From an optimization exercise on the open Yosys and OpenROAD flow, aimed at small area, a short achievable clock period and few clock cycles; shortcuts taken in it are not production practice.
In this exercise RTL edits were held to simulation tests only and were not proved equivalent to the original.
Power figures rest on the tool's default switching activity, not on a simulated workload.

File: flow/design.v
module mest_pro_ctrlr(
    input  clk,
    input  i_reset_n,
    input  i_start,
    input  i_exec_done,
    input  i_end_of_code,
    output o_idle,
    output o_fetch,
    output o_decode,
    output o_execute,
    output o_all_done
);
reg [2-1 :0] current_state;
reg [2-1 :0] next_state;
parameter [2-1 :0] IDLE    = 2'd0;
parameter [2-1 :0] FETCH   = 2'd1;
parameter [2-1 :0] DECODE  = 2'd2;
parameter [2-1 :0] EXECUTE = 2'd3;
assign o_idle      = (current_state == IDLE   );
assign o_fetch     = (current_state == FETCH  );
assign o_decode    = (current_state == DECODE );
assign o_execute   = (current_state == EXECUTE);
assign o_all_done  = i_end_of_code & o_execute;
always @(posedge clk or negedge i_reset_n)
begin
    if(~i_reset_n)
        begin
            current_state <= 'd0;
        end 
    else
        begin
            current_state <= next_state;
        end 
end
always @(*)
begin
    case(current_state)
        IDLE:
            begin
                next_state = i_start ? FETCH : IDLE;
            end
        FETCH:
            begin
                next_state = DECODE;
            end
        DECODE:
            begin
                next_state = EXECUTE;
            end
        EXECUTE:
            begin
                next_state = i_end_of_code   ? IDLE : FETCH;
            end
        default:
            begin
                next_state = IDLE;
            end
    endcase
end
endmodule
module mest_pro_fetch#(
    parameter OP_CODE_SIZE     = 4,
    parameter INSTRUCTION_SIZE = OP_CODE_SIZE + 8 + 8 + 8,
    parameter ROM_DEPTH = 256
)(
    input clk,
    input i_reset_n,
    input idle_state,
    input fetch_state,
    input exec_state,
    input jump,
    input return_pc,
    input [8-1            :0] const_K,
    output reg [INSTRUCTION_SIZE-1  :0] decode_reg,
    output o_req,
    output [$clog2(ROM_DEPTH)-1     :0] o_prog_counter,
    input [INSTRUCTION_SIZE-1 :0] i_instruction
);
wire [INSTRUCTION_SIZE-1 :0] prog_mem_data_out;
reg [$clog2(ROM_DEPTH)-1     :0] prog_counter;
reg [$clog2(ROM_DEPTH)-1     :0] tmp_counter;
always @(posedge clk or negedge i_reset_n)
begin
    if(~i_reset_n)
        begin
            prog_counter <= 'd0;
            tmp_counter  <= 'd0;
        end
    else
        begin
            tmp_counter  <= (exec_state & jump) ? prog_counter : tmp_counter;
            prog_counter <= idle_state               ? 'd0 :
                            fetch_state              ? prog_counter +'d1:
                            (exec_state & jump)      ? const_K  :
                            (exec_state & return_pc) ? tmp_counter  :
                            prog_counter;
        end
end
always @(posedge clk or negedge i_reset_n)
begin
    if(~i_reset_n)
        begin
            decode_reg <= 'd0;
        end
    else
        begin
            decode_reg <= idle_state  ? 'd0 :
                          fetch_state ? prog_mem_data_out:
                          decode_reg;
        end
end
assign prog_mem_data_out = i_instruction;
assign o_req             = fetch_state;
assign o_prog_counter    = prog_counter;
endmodule
module mest_pro_decode
(
    input [28-1 :0] i_decode_reg,
    output [4-1 :0] o_op_code,
    output [8-1 :0] o_const_K,
    output [8-1 :0] o_operand_a,
    output [8-1 :0] o_operand_b
);
assign o_op_code       = i_decode_reg[28-1    : 24];
assign o_const_K       = i_decode_reg[23      : 16];
assign o_operand_a     = i_decode_reg[15      :  8];
assign o_operand_b     = i_decode_reg[7       :  0];
endmodule
module mest_pro_exec(
    input clk,
    input i_reset_n,
    input i_execute,
    input [4-1 :0] i_op_code,
    input [8-1 :0] i_operand1,
    input [8-1 :0] i_operand2,
    output reg o_exec_done,
    output reg [8-1 :0] o_result,
    output reg o_carry,
    output reg o_zero_flag,
    output reg o_jump,
    output reg o_return_pc,
    output reg o_end_of_code
);
reg [9-1 :0] inter_result;
always @(*)
begin
    case(i_op_code)
    'b00000000: begin
        inter_result = i_operand1 + i_operand2;
        o_jump        = 1'd0;
        o_end_of_code = 1'd0;
        o_return_pc   = 1'b0;
    end
    'b00000001: begin
        inter_result = i_operand1 - i_operand2;
        o_jump        = 1'd0;
        o_end_of_code = 1'd0;
        o_return_pc   = 1'b0;
    end
    'b00000010: begin
        inter_result = i_operand1 * i_operand2;
        o_jump        = 1'd0;
        o_end_of_code = 1'd0;
        o_return_pc   = 1'b0;
    end
    'b00000011: begin
        inter_result = i_operand1 & i_operand2;
        o_jump        = 1'd0;
        o_end_of_code = 1'd0;
        o_return_pc   = 1'b0;
    end
    'b00000100: begin
        inter_result = i_operand1 | i_operand2;
        o_jump        = 1'd0;
        o_end_of_code = 1'd0;
        o_return_pc   = 1'b0;
    end
    'b00000101 : begin
        inter_result = i_operand1 >> 1;
        o_jump        = 1'd0;
        o_end_of_code = 1'd0;
        o_return_pc   = 1'b0;
    end
    'b00000110: begin
        inter_result = i_operand1 << 1;
        o_jump        = 1'd0;
        o_end_of_code = 1'd0;
        o_return_pc   = 1'b0;
    end
    'b00000111: begin
        inter_result = ~i_operand1;
        o_jump        = 1'd0;
        o_end_of_code = 1'd0;
        o_return_pc   = 1'b0;
    end
    'b00001000: begin
        o_jump = 1'd1;
        inter_result  = 8'd0;
        o_end_of_code = 1'd0;
        o_return_pc   = 1'b0;
    end
    'b00001001: begin
        o_return_pc = 1'd1;
        inter_result  = 8'd0;
        o_jump        = 1'd0;
        o_end_of_code = 1'd0;
    end  
    'b00001011: begin
        inter_result  = 9'd0;
        o_jump        = 1'd0;
        o_end_of_code = 1'd0;
        o_return_pc   = 1'b0;       
    end
    'b00001111: begin
        o_end_of_code = 1'd1;
        inter_result  = 8'd0;
        o_jump        = 1'd0;
        o_return_pc   = 1'b0;
    end
    default: begin
        inter_result  = 8'd0;
        o_jump        = 1'd0;
        o_end_of_code = 1'd0;
        o_return_pc   = 1'b0;
    end
    endcase
end
always @(posedge clk or negedge i_reset_n)
begin
    if(~i_reset_n)
        begin
            o_result    <= 8'd0;
            o_carry     <= 1'd0;
            o_zero_flag <= 1'd0;
            o_exec_done <= 1'd0;
        end 
    else
        begin
            o_result    <= inter_result[8-1 :0];
            o_carry     <= inter_result[9-1];
            o_zero_flag <= ~(|inter_result);
            o_exec_done <= i_execute;
        end 
end
endmodule
module mest_pro#(
    parameter OP_CODE_SIZE     = 4,
    parameter INSTRUCTION_SIZE = OP_CODE_SIZE + 8 + 8 + 8,
    parameter ROM_DEPTH = 65536
)(
    input clk,
    input i_reset_n,
    input i_start,
    output [$clog2(ROM_DEPTH)-1  :0] o_prog_counter,
    input [INSTRUCTION_SIZE-1    :0] i_instruction,
    output [8-1 :0] o_result,
    output o_valid_result,
    output o_carry,
    output o_zero_flag,
    output o_all_done
);
wire exec_done;
wire end_of_code;
wire idle_state;
wire fetch_state;
wire decode_state;
wire execute_state;
wire [INSTRUCTION_SIZE-1 :0] decode_reg;
wire [4-1 :0] op_code  ; 
wire [8-1 :0] const_K  ; 
wire [8-1 :0] operand_a; 
wire [8-1 :0] operand_b; 
wire jump;
wire return_pc;
assign o_valid_result = exec_done;
mest_pro_ctrlr
u_mest_pro_ctrlr(
    .clk           (clk          ),
    .i_reset_n     (i_reset_n    ),
    .i_start       (i_start      ),
    .i_exec_done   (exec_done    ),
    .i_end_of_code (end_of_code  ),
    .o_idle        (idle_state   ),
    .o_fetch       (fetch_state  ),
    .o_decode      (decode_state ),
    .o_execute     (execute_state),
    .o_all_done    (o_all_done   )
);
mest_pro_fetch#(
    .OP_CODE_SIZE     (OP_CODE_SIZE     ),
    .INSTRUCTION_SIZE (INSTRUCTION_SIZE ),
    .ROM_DEPTH        (ROM_DEPTH        )
)
u_mest_pro_fetch(
    .clk            (clk           ),
    .i_reset_n      (i_reset_n     ),
    .idle_state     (idle_state    ),
    .fetch_state    (fetch_state   ),
    .exec_state     (decode_state  ),
    .jump           (jump          ),
    .return_pc      (return_pc     ),
    .const_K        (const_K       ),
    .decode_reg     (decode_reg    ),
    .o_req          (              ),
    .o_prog_counter (o_prog_counter),
    .i_instruction  (i_instruction )
);
mest_pro_decode
u_mest_pro_decode(
    .i_decode_reg(decode_reg),
    .o_op_code   (op_code   ),
    .o_const_K   (const_K   ),
    .o_operand_a (operand_a ),
    .o_operand_b (operand_b )
);
mest_pro_exec
u_mest_pro_exec(
    .clk           (clk          ),
    .i_reset_n     (i_reset_n    ),
    .i_execute     (execute_state),
    .i_op_code     (op_code      ),
    .i_operand1    (operand_a    ),
    .i_operand2    (operand_b    ),
    .o_exec_done   (exec_done    ),
    .o_result      (o_result     ),
    .o_carry       (o_carry      ),
    .o_zero_flag   (o_zero_flag  ),
    .o_jump        (jump         ),
    .o_return_pc   (return_pc    ),
    .o_end_of_code (end_of_code  )
);
endmodule
File: flow/run.sh
#!/bin/bash
# synth_recipe.tcl (not shown) runs the flow's synth.tcl, then flattens the netlist and writes it again
# the make line also repeats each setting of config.mk as NAME=value (left out here)
make -C /OpenROAD-flow-scripts/flow DESIGN_CONFIG=/design/flow/config.mk WORK_HOME=/design/flow/orfs CLKGATE_MAP_FILE= SYNTH_SCRIPT=/design/flow/synth_recipe.tcl finish
File: flow/config.mk
export PLATFORM = sky130hd
export DESIGN_NAME = mest_pro
export DESIGN_NICKNAME = mest_pro
export VERILOG_FILES = /design/flow/design.v
export SDC_FILE = /design/flow/constraint.sdc
export NUM_CORES = 4
export LEC_CHECK = 0
export CAP_MARGIN = 20
export CORE_MARGIN = 2
export CORE_UTILIZATION = 40
export SLEW_MARGIN = 20
File: flow/constraint.sdc
create_clock -name core_clock -period 5.0 [get_ports {clk}]
set_input_delay 1.0000 -clock core_clock [delete_from_list [all_inputs] [get_ports {clk}]]
set_output_delay 1.0000 -clock core_clock [all_outputs]
set_load 0.01 [all_outputs]
==> summary.txt <==
* Required time at the endpoint of the critical path at 5.24 ns
* Number of design-rule violations left by the first detailed-router iteration at 323
* Number of input and output port buffers inserted at 58
* Reg-to-reg critical path startpoint: u_mest_pro_fetch.decode_reg[9]
* Number of top-level pins at 59
* Mux share of post-synthesis cell area at 6.33%
* Worst min-delay path class: register to register
* Total setup buffers inserted after CTS at 0
* Setup repair after global routing missed its margin: false
* Full die area at 14700 µm²
* Largest net degree at the start of global routing at 74
* Classification of the worst setup path: register to register
* Synthesized-area fraction occupied by adder cells at 14.4%
* Layout cells sized above 1 at 5.37%
* Remaining design rule violation count at 0
* Number of flip-flops in the largest register at 28
* Most used cells in the layout excluding fill and tap cells: 99 x sky130_fd_sc_hd__nand2_1, 73 x sky130_fd_sc_hd__dfrtp_1, 57 x sky130_fd_sc_hd__nor2_1, 57 x sky130_fd_sc_hd__clkdlybuf4s50_1, 44 x sky130_fd_sc_hd__inv_1
* Least-Margin Pin Slew at 0.929 ns
* Worst hold endpoint: u_mest_pro_fetch.tmp_counter[10]
* Final standard cell count with taps included and fillers excluded at 846
* Total count of max-transition violations in the final report at 0
* CTS tree: yes
* CP Capture Type: register
* Vias at 4573
* HPWL reported at the end of detailed placement at 10000 µm
* H-tree levels at 3
* Cell count after placement at 830
* Count of state elements after synthesis at 73
* Final-layout setup total negative slack at 0 ns
* Endpoints failing setup at 0
* Final GP Congestion at 0.860
* Synthesized netlist net count at 712
* Clock tree buffer depth at 2
* Shortest clock period the worst path allows after layout at 4.42 ns
* Placement Setup Slack at 0.588 ns
* Power density over the cells at 570 nW/µm²
* LEAKAGE at 2.93 nW
* Cell chosen for the clock root: sky130_fd_sc_hd__clkbuf_16
* Per-instance average area after synthesis at 8.73 µm²
* Hold_buf cts at 0
* Xor/xnor share of the synthesized area at 4.49%
* Most frequent standard cell in the layout excluding fill and tap cells: sky130_fd_sc_hd__nand2_1
* GRT Resource Usage Total at 20.4%
* Post-synthesis sequential area ratio at 33.2%
* Die Ht at 121 µm
* Die span in x at 121 µm
* DRT Pass-1 Iters at 5
* Wire length of the first global-routing pass at 23600 µm
* Worst vdd rail ir drop at 0.285 mV
* Routed Antenna Nets at 0
* Data arrival time of the critical path at 4.65 ns
* Hold WS at 0.454 ns
* Clock skew after layout at 0.00613 ns
* Dominant synthesized flop cell: sky130_fd_sc_hd__dfrtp_1
* Startpoint of the worst hold path: u_mest_pro_fetch.tmp_counter[10]
* Initial Util at 41.2%
* Worst slew slack as a fraction of its limit at 38.0%
* Warning count from the yosys run at 3
* Reg2Reg Capture Point: u_mest_pro_exec.o_zero_flag
* Worst setup SP type: register
* Sinks on the clock net at 73
* Post-cts sizing count at 0
* Critical path peak fanout at 13
* Final number of hold-violating endpoints at 0
* Final nets at 748
* Core ar. at 13300 µm²
* Synth Instances at 629
* Hold Crit Depth at 2
* Reg2Reg Depth at 13
* Sum of routed wire length over all layers at 14100 µm
* Least setup slack across all paths after layout at 0.584 ns
* Number of enable flip-flop cells after synthesis at 0
* Count of cell types in the netlist at 65
* Overflow left after global routing at 0
* R2R Setup Slk at 0.58 ns
* Max capacitance violation total at 0
* Later-pin clock latency in the skew report at 0.33 ns
* Clock transition at the register clock pins on the worst setup and hold paths after CTS at 0.06 ns
* Share of synthesized registers carrying an async set or reset at 100%
* Largest family of logic cells by synthesized area: simple AND/OR/NAND/NOR gates
* Number of antenna cells inserted at 0
* Via count of the first global-routing pass at 4526
* CTS buffer count at 9
* Run status: timing/DRC/antenna clean
* Area growth from synthesis to final layout at 17.7%
* Vias per std cell at 5.41
* Core Rows at 42
* Tcrit/Tclk final at 88.3%
* Post-DR wirelength/cell at 16.7 µm
* Compound-Gate Fraction of Synth Area at 14.5%
* Simple logic cell fraction of the synthesized area at 19.9%
* Area of the mapped netlist at 5490 µm²
* Max frequency at 226 MHz
* Antenna violations before repair at 0
area by class of cell:
cell class | instances | area [µm²]
flip-flops and latches | 73 | 1830
fillers | 1325 | 6880
inverters | 45 | 169
repair buffers | 68 | 653
clock buffers | 13 | 270
multi-input cells | 468 | 3280
clock inverters | 3 | 46.3
well taps | 176 | 220
per-stage QoR:
stage | cell area, µm² | utilization [%] | power, mW
finish | 6470 | 48.4 | 3.68
global route | 6470 | 48.4 | 3.97
CTS | 6470 | 48.4 | 3.69
detailed placement | 6150 | 46.1 | 3.00
global placement | 6150 | 46.1 | 2.95
floorplan | 5490 | - | 2.41
critical path: stages, from the launching register on:
cell and delay [ns]:
sky130_fd_sc_hd__dfrtp_1 0.61, sky130_fd_sc_hd__nand2_1 0.14, sky130_fd_sc_hd__fa_1 0.47, sky130_fd_sc_hd__fa_1 0.55, sky130_fd_sc_hd__inv_1 0.05, sky130_fd_sc_hd__fa_1 0.47, sky130_fd_sc_hd__inv_1 0.06, sky130_fd_sc_hd__fa_1 0.54
sky130_fd_sc_hd__inv_1 0.04, sky130_fd_sc_hd__ha_1 0.32, sky130_fd_sc_hd__xnor2_1 0.15, sky130_fd_sc_hd__a221o_1 0.38, sky130_fd_sc_hd__nor4_1 0.30, sky130_fd_sc_hd__nor4b_4 0.23
synthesized netlist by cell type (8+ instances only):
master                     instances  area share (%)
sky130_fd_sc_hd__a22o_1            9             1.4
sky130_fd_sc_hd__ha_1             33             7.5
sky130_fd_sc_hd__nand2_1          99             6.8
sky130_fd_sc_hd__xor2_1            9             1.4
sky130_fd_sc_hd__clkbuf_1         20             1.4
sky130_fd_sc_hd__dfrtp_1          73              33
sky130_fd_sc_hd__nand2b_1         10             1.1
sky130_fd_sc_hd__nor2_1           57             3.9
sky130_fd_sc_hd__inv_1            44             3.0
sky130_fd_sc_hd__fa_1             19             6.9
sky130_fd_sc_hd__nand3b_1          8             1.1
sky130_fd_sc_hd__buf_2            14             1.3
sky130_fd_sc_hd__xnor2_1          14             2.2
sky130_fd_sc_hd__mux2i_1          31             5.6
sky130_fd_sc_hd__a21oi_1          36             3.3
sky130_fd_sc_hd__and2_1           17             1.9
sky130_fd_sc_hd__o21ai_0          35             3.2
where the power goes:
| group | switching (mW) | internal, mW | total [mW] |
|---|---|---|---|
| clock network | 0.249 | 0.429 | 0.679 |
| registers | 0.201 | 0.761 | 0.962 |
| logic | 1.17 | 0.869 | 2.04 |
cell families (layout without fill, tap and decap cells):
kind of cell / Yosys count / in the layout
AOI/OAI and AO/OA: 126 / 126
adders and majority gates: 52 / 52
xor gates and xnor gates: 25 / 25
and+or+nand+nor: 232 / 232
buffers and inverters: 88 / 129
muxes: 33 / 33
DFF: 73 / 73
worst max-delay path by stage:
stage                                    from                     endpoint  slack, ns  cells after the start
6_report       u_mest_pro_fetch.decode_reg[9]  u_mest_pro_exec.o_zero_flag       0.58                     13
5_1_grt        u_mest_pro_fetch.decode_reg[9]  u_mest_pro_exec.o_zero_flag       0.35                     13
4_1_cts        u_mest_pro_fetch.decode_reg[9]  u_mest_pro_exec.o_zero_flag       0.56                     13
3_5_place_dp   u_mest_pro_fetch.decode_reg[9]  u_mest_pro_exec.o_zero_flag       0.59                     13
3_3_place_gp   u_mest_pro_fetch.decode_reg[9]  u_mest_pro_exec.o_zero_flag       0.71                     13
2_1_floorplan  u_mest_pro_fetch.decode_reg[9]  u_mest_pro_exec.o_zero_flag       0.79                     14
per-layer routing:
metal	share of wire, %	track usage [%]	vias up
li1	-	-	2196
met5	0	0	-
met4	1.7	6.54	0
met2	45	30.5	134
met3	5.3	3.34	22
met1	48	30.1	2221
Testbench counts, summed over its fixed seeds: cycles 16,972.

-- re-timing with driven ports --
No port has a modelled driver above. Below, the same layout with a new extraction and two added sets of constraints. Step 1 assumes that a clkbuf_16 drives the clock port and a buf_2 every other input. Step 2 also shifts input and output timing later by t, the mid clock arrival at the registers, as if the neighbouring blocks saw the same clock. Three values: no drivers, after step 1, after step 2; two values: the first two.
t (ns): 0.366
setup slack, ns: 0.584 / 0.584 / 0.584
slew at the worst register clock pin (ns): 0.06 / 0.06
worst data-port slew with drivers (ns): 0.04
pins driven straight from the clock port: 1
After both steps this run still meets setup and hold. For this run, drivers alone change the setup slack by 0.000 ns; drivers and shift together by 0.000 ns.
